Source: an optimization exercise on an open RTL-to-GDS flow (aim: small area). Production flows keep margins and buffers that such runs may drop. Function was checked by simulation only, so behaviour that the tests miss may differ from the original.

**flow/run.sh**
```bash
#!/bin/bash
# synth_recipe.tcl (not shown) runs the flow's synth.tcl, then flattens the netlist and writes it again
# the make line also repeats each setting of config.mk as NAME=value (left out here)
make -C /OpenROAD-flow-scripts/flow DESIGN_CONFIG=/design/flow/config.mk WORK_HOME=/design/flow/orfs CLKGATE_MAP_FILE= SYNTH_SCRIPT=/design/flow/synth_recipe.tcl finish
```
**flow/config.mk**
```make
export PLATFORM = sky130hd
export DESIGN_NAME = ResonantLowPassFilter
export DESIGN_NICKNAME = ResonantLowPassFilter
export VERILOG_FILES = /design/flow/design.v
export SDC_FILE = /design/flow/constraint.sdc
export NUM_CORES = 4
export LEC_CHECK = 0
export CAP_MARGIN = 20
export CORE_MARGIN = 2
export CORE_UTILIZATION = 40
export SLEW_MARGIN = 20
```
**flow/constraint.sdc**
```tcl
create_clock -name core_clock -period 7.0 [get_ports {clk}]
set_input_delay 1.4000 -clock core_clock [delete_from_list [all_inputs] [get_ports {clk}]]
set_output_delay 1.4000 -clock core_clock [all_outputs]
set_load 0.01 [all_outputs]
```
**flow/design.v**
```verilog
module ResonantLowPassFilter(
    input clk,
    input signed [15:0] audio_in,
    input signed [15:0] cutoff,
    input signed [15:0] resonance,
    input signed [15:0] gain,
    input reset_n,
    output reg signed [15:0] filtered_audio
);
    parameter [15:0] MAX_POS_VALUE = 16'h7FFF;
    parameter [15:0] MIN_NEG_VALUE = -16'h8000;
    reg signed [15:0] state;
    reg signed [15:0] feedback;
    reg signed [15:0] output_reg;
    reg signed [15:0] alpha;
    reg signed [15:0] beta;
    reg signed [15:0] gamma;
    wire signed [31:0] fb_prod  = $signed(state) * $signed(beta);
    wire signed [31:0] out_prod = $signed(state) * $signed(alpha);
    wire signed [16:0] fb_full  = fb_prod >>> 15;
    wire signed [16:0] out_full = out_prod >>> 15;
    wire signed [16:0] st_full  = $signed(audio_in) - $signed(feedback);
    wire signed [16:0] fa_full  = $signed(output_reg) + ($signed(gamma) >>> 1);
    function signed [15:0] sat17;
        input signed [16:0] v;
        begin
            if (v > $signed({MAX_POS_VALUE[15], MAX_POS_VALUE}))
                sat17 = $signed(MAX_POS_VALUE);
            else if (v < $signed({MIN_NEG_VALUE[15], MIN_NEG_VALUE}))
                sat17 = $signed(MIN_NEG_VALUE);
            else
                sat17 = v[15:0];
        end
    endfunction
    always @(posedge clk or negedge reset_n) begin
        if (!reset_n) begin
            state <= $signed(16'h0000);
            feedback <= $signed(16'h0000);
            output_reg <= $signed(16'h0000);
            alpha <= $signed(16'h0000);
            beta <= $signed(16'h0000);
            gamma <= $signed(16'h0000);
            filtered_audio <= $signed(16'h0000);
        end else begin
            alpha <= $signed(cutoff);
            beta <= $signed(resonance);
            gamma <= $signed(gain);
            feedback <= sat17(fb_full);
            state <= sat17(st_full);
            output_reg <= sat17(out_full);
            filtered_audio <= sat17(fa_full);  
        end
    end
endmodule
```
==> run summary <==
## metal layers
metal  GRT usage, %  wire [µm]
met2           34.0      27900
met5              0          0
met1           25.8      23700
met4           5.05       1170
met3           2.20       1870
## placed cells by master (no fill, tap or decap), types with 8 or more instances in the layout
| master | n |
|---|---|
| xor2_1 | 17 |
| o21bai_1 | 9 |
| nand3_1 | 17 |
| nor2_1 | 51 |
| nand2b_1 | 15 |
| nand2_1 | 265 |
| o21a_1 | 17 |
| or3_1 | 8 |
| buf_4 | 78 |
| a21oi_1 | 72 |
| clkdlybuf4s50_1 | 79 |
| clkbuf_16 | 9 |
| maj3_2 | 9 |
| a211oi_1 | 9 |
| dfrtp_1 | 92 |
| dfrtp_2 | 19 |
| o21ai_0 | 36 |
| xnor2_1 | 51 |
| inv_1 | 607 |
| ha_1 | 190 |
| fa_1 | 523 |
| and2_1 | 244 |
## synth_stat cells (all sizes together), types with 8 or more instances
master and instances:
xor2 18, o21bai 9, nand3 17, dfrtp 111
nor2 52, a21oi 72, nand2 265, xnor2 51
nand2b 15, buf 8, maj3 16, o21ai 40
fa 524, or3 8, a211oi 9, clkbuf 80
o21a 17, ha 190, inv 607, and2 244
## worst max-delay path, cell delays in order (launching register included)
cell and delay [ps]:
dfrtp_1 570, and2_1 280, fa_1 540, inv_1 50, fa_1 470, fa_1 520, inv_1 60, fa_1 460
fa_1 510, inv_1 50, fa_1 470, inv_1 40, ha_1 290, a211oi_1 290, nand2_1 160, a311oi_1 390
buf_4 200, nand2_1 110, a31oi_4 310, o21ai_1 200, mux2i_1 200, buf_12 180, a31o_2 210
## worst max-delay path by stage
stage / slack [ps] / endpoint
2_1_floorplan: 620 / feedback[13]$_DFF_PN0_
3_3_place_gp: 220 / output_reg[14]$_DFF_PN0_
3_5_place_dp: 140 / output_reg[3]$_DFF_PN0_
4_1_cts: 80 / output_reg[14]$_DFF_PN0_
5_1_grt: 5 / output_reg[14]$_DFF_PN0_
6_report: 340 / output_reg[3]$_DFF_PN0_
## kinds of logic after synthesis
kind of cell    Yosys count  synth area share (%)
fa+ha+maj               730                  55.3
flops                   111                  11.8
simple gates            633                  13.4
buf+inv                 695                  11.2
compound gates          199                  5.42
mux                       7                 0.324
xor+xnor                 69                  2.57
## what timing repair did
item | CTS | global route
resized for setup | 0 | 20
endpoints found under the setup margin | 0 | 32
endpoints found under the hold margin | 0 | 0
## area by class of cell
type / instances / share of cell area (%)
inverters: 607 / 8.76
clock buffers: 9 / 0.865
well taps: 765 / 3.68
flip-flops and latches: 111 / 10.8
multi-input cells: 1638 / 69.8
repair buffers: 164 / 5.83
clock inverters: 7 / 0.308
## per-stage QoR
step,cells
after floorplan,2444
after global placement,3285
after detailed placement,3285
after CTS,3301
after global routing,3301
final,3301
==> qor.csv <==
stage;metric;value;unit
status;status;complete, no violations;
placed_design;place.gp.congestion;0.833;
clock_tree;clk_latency;400;ps
cells_and_area;multi_input_area;0.0182;mm²
global_routing;antenna_found_initial;0;
job;cap_violations;0;
die;fp-row-count;88;
clock_tree;cts_buffers;9;
yosys;syn_avg_cell_area;9.64;µm²
placed_design;io_buffers;80;
setup_path;critPathKind;flip-flop to flip-flop;
placed_design;pre_cts_ws;141;ps
clock_tree;cts_max_path_buffers;2;
timing;skew;13.8;ps
timing;min_period_over_period;95.2;%
timing;fin_ws;338;ps
setup_path;required;7290;ps
timing;max_freq;150;MHz
global_routing;grt_pass1_wl;93400;µm
timing;fin_crit;6660;ps
placed_design;dp_hpwl;45500;µm
clock_tree;post_cts_buffers;0;
routing;drtIter0Drc;824;
setup_path;endpoint_kind;flip-flop;
timing;setup_viol;0;
timing;tightest_slew;992;ps
yosys;yosys.area.top_type;fa_1;
yosys;synth_area_leaders;fa_1 45%, dfrtp_1 12%, ha_1 10%;
clock_tree;path_clk_slew;90;ps
routing;drcViolationCount;0;
clock_tree;cts_tree;done;
routing;drtAntennaViolNets;0;
cells_and_area;num_antenna_cells;0;
min_path;worstHoldStart;gamma[1]$_DFF_PN0_;
setup_path;cp_max_fo;14;
routing;vias_per_cell;4.90;
setup_path;critPathLaunch;alpha[4]$_DFF_PN0_;
cells_and_area;area_growth;10.5;%
setup_path;cp_data_arrival_time;6960;ps
yosys;synth_nets;3224;
global_routing;grt_usage;19.5;%
clock_tree;cts-root-buf;clkbuf_16;
setup_path;r2r-end;output_reg[3]$_DFF_PN0_;
min_path;min_path_type;flip-flop to flip-flop;
routing;drt_first_pass_iters;7;
yosys;syn-cell-area;0.0236;mm²
die;dieHeight;247;µm
cells_and_area;nets;3311;
yosys;synth_cell_types;63;
timing;rsz0062_at_grt;false;
timing;finalSetupTns;0;ps
global_routing;grt_max_degree;58;
yosys;ys.warnings.count;1;
die;core;0.0579;mm²
setup_path;r2r_setup_slack;340;ps
setup_path;start_kind;flip-flop;
yosys;synth_top_area_share;44.5;%
yosys;synthFlopType;dfrtp_1;
yosys;yosysSeqAreaShare;11.8;%
placed_design;dpl-instance-area;0.0257;mm²
routing;wl_per_cell;16.5;µm
cells_and_area;final.fill_count;5622;
timing;relSlewSlack;32.5;%
yosys;syn_inst;2444;
setup_path;r2r-start;alpha[4]$_DFF_PN0_;
clock_tree;htreeDepth;3;
min_path;min_to;filtered_audio[0]$_DFF_PN0_;
die;die_x;247;µm
routing;wl;54600;µm
die;io_pins;82;
yosys;ys_seq_elements;111;
global_routing;grt_pass1_vias;18100;
timing;hold_viol;0;
cells_and_area;fin_util;44.9;%
clock_tree;postCtsHoldBufs;0;
yosys;async_flop_share;100;%
setup_path;r2r_cells;22;
timing;holdWs;636;ps
min_path;hold_depth;3;
clock_tree;cts_sinks;111;
global_routing;grt_overflow;0;
die;floorplan.initialDensity;40.7;%
cells_and_area;finalInstanceArea;0.0260;mm²
cells_and_area;drive_gt1_share;5.76;%
routing;dr_total_vias;16200;
timing;slew_viol_final;0;
cells_and_area;regArea;0.00280;mm²
yosys;synth_edf_count;0;
die;dieArea;0.0609;mm²

-- afterwards: timing with drivers on the ports --
How much do the figures lean on ideal ports? The routed layout below was timed once more, with nothing changed but the port constraints. Step 1 sets driving cells, clkbuf_16 on the clock port and buf_2 on the other inputs (assumed; they add their load-dependent delay and slew). Step 2, shift: input delay + t, output delay - t, t = (earliest + latest rising clock arrival at the registers) / 2. This alone moves slack from input paths to output paths. Three values: ideal ports, drivers, drivers and shift; two values: the first two.
t, ns: 0.448
setup slack, ns: 0.338 / 0.338 / 0.338
hold slack, ns: 0.636 / 0.636 / 0.636
latest minus earliest clock arrival (ns): 0.013 / 0.014
slew at the worst register clock pin (ns): 0.09 / 0.09
After both steps this run still meets setup and hold. For this run, drivers alone change the setup slack by 0.000 ns; drivers and shift together by 0.000 ns.
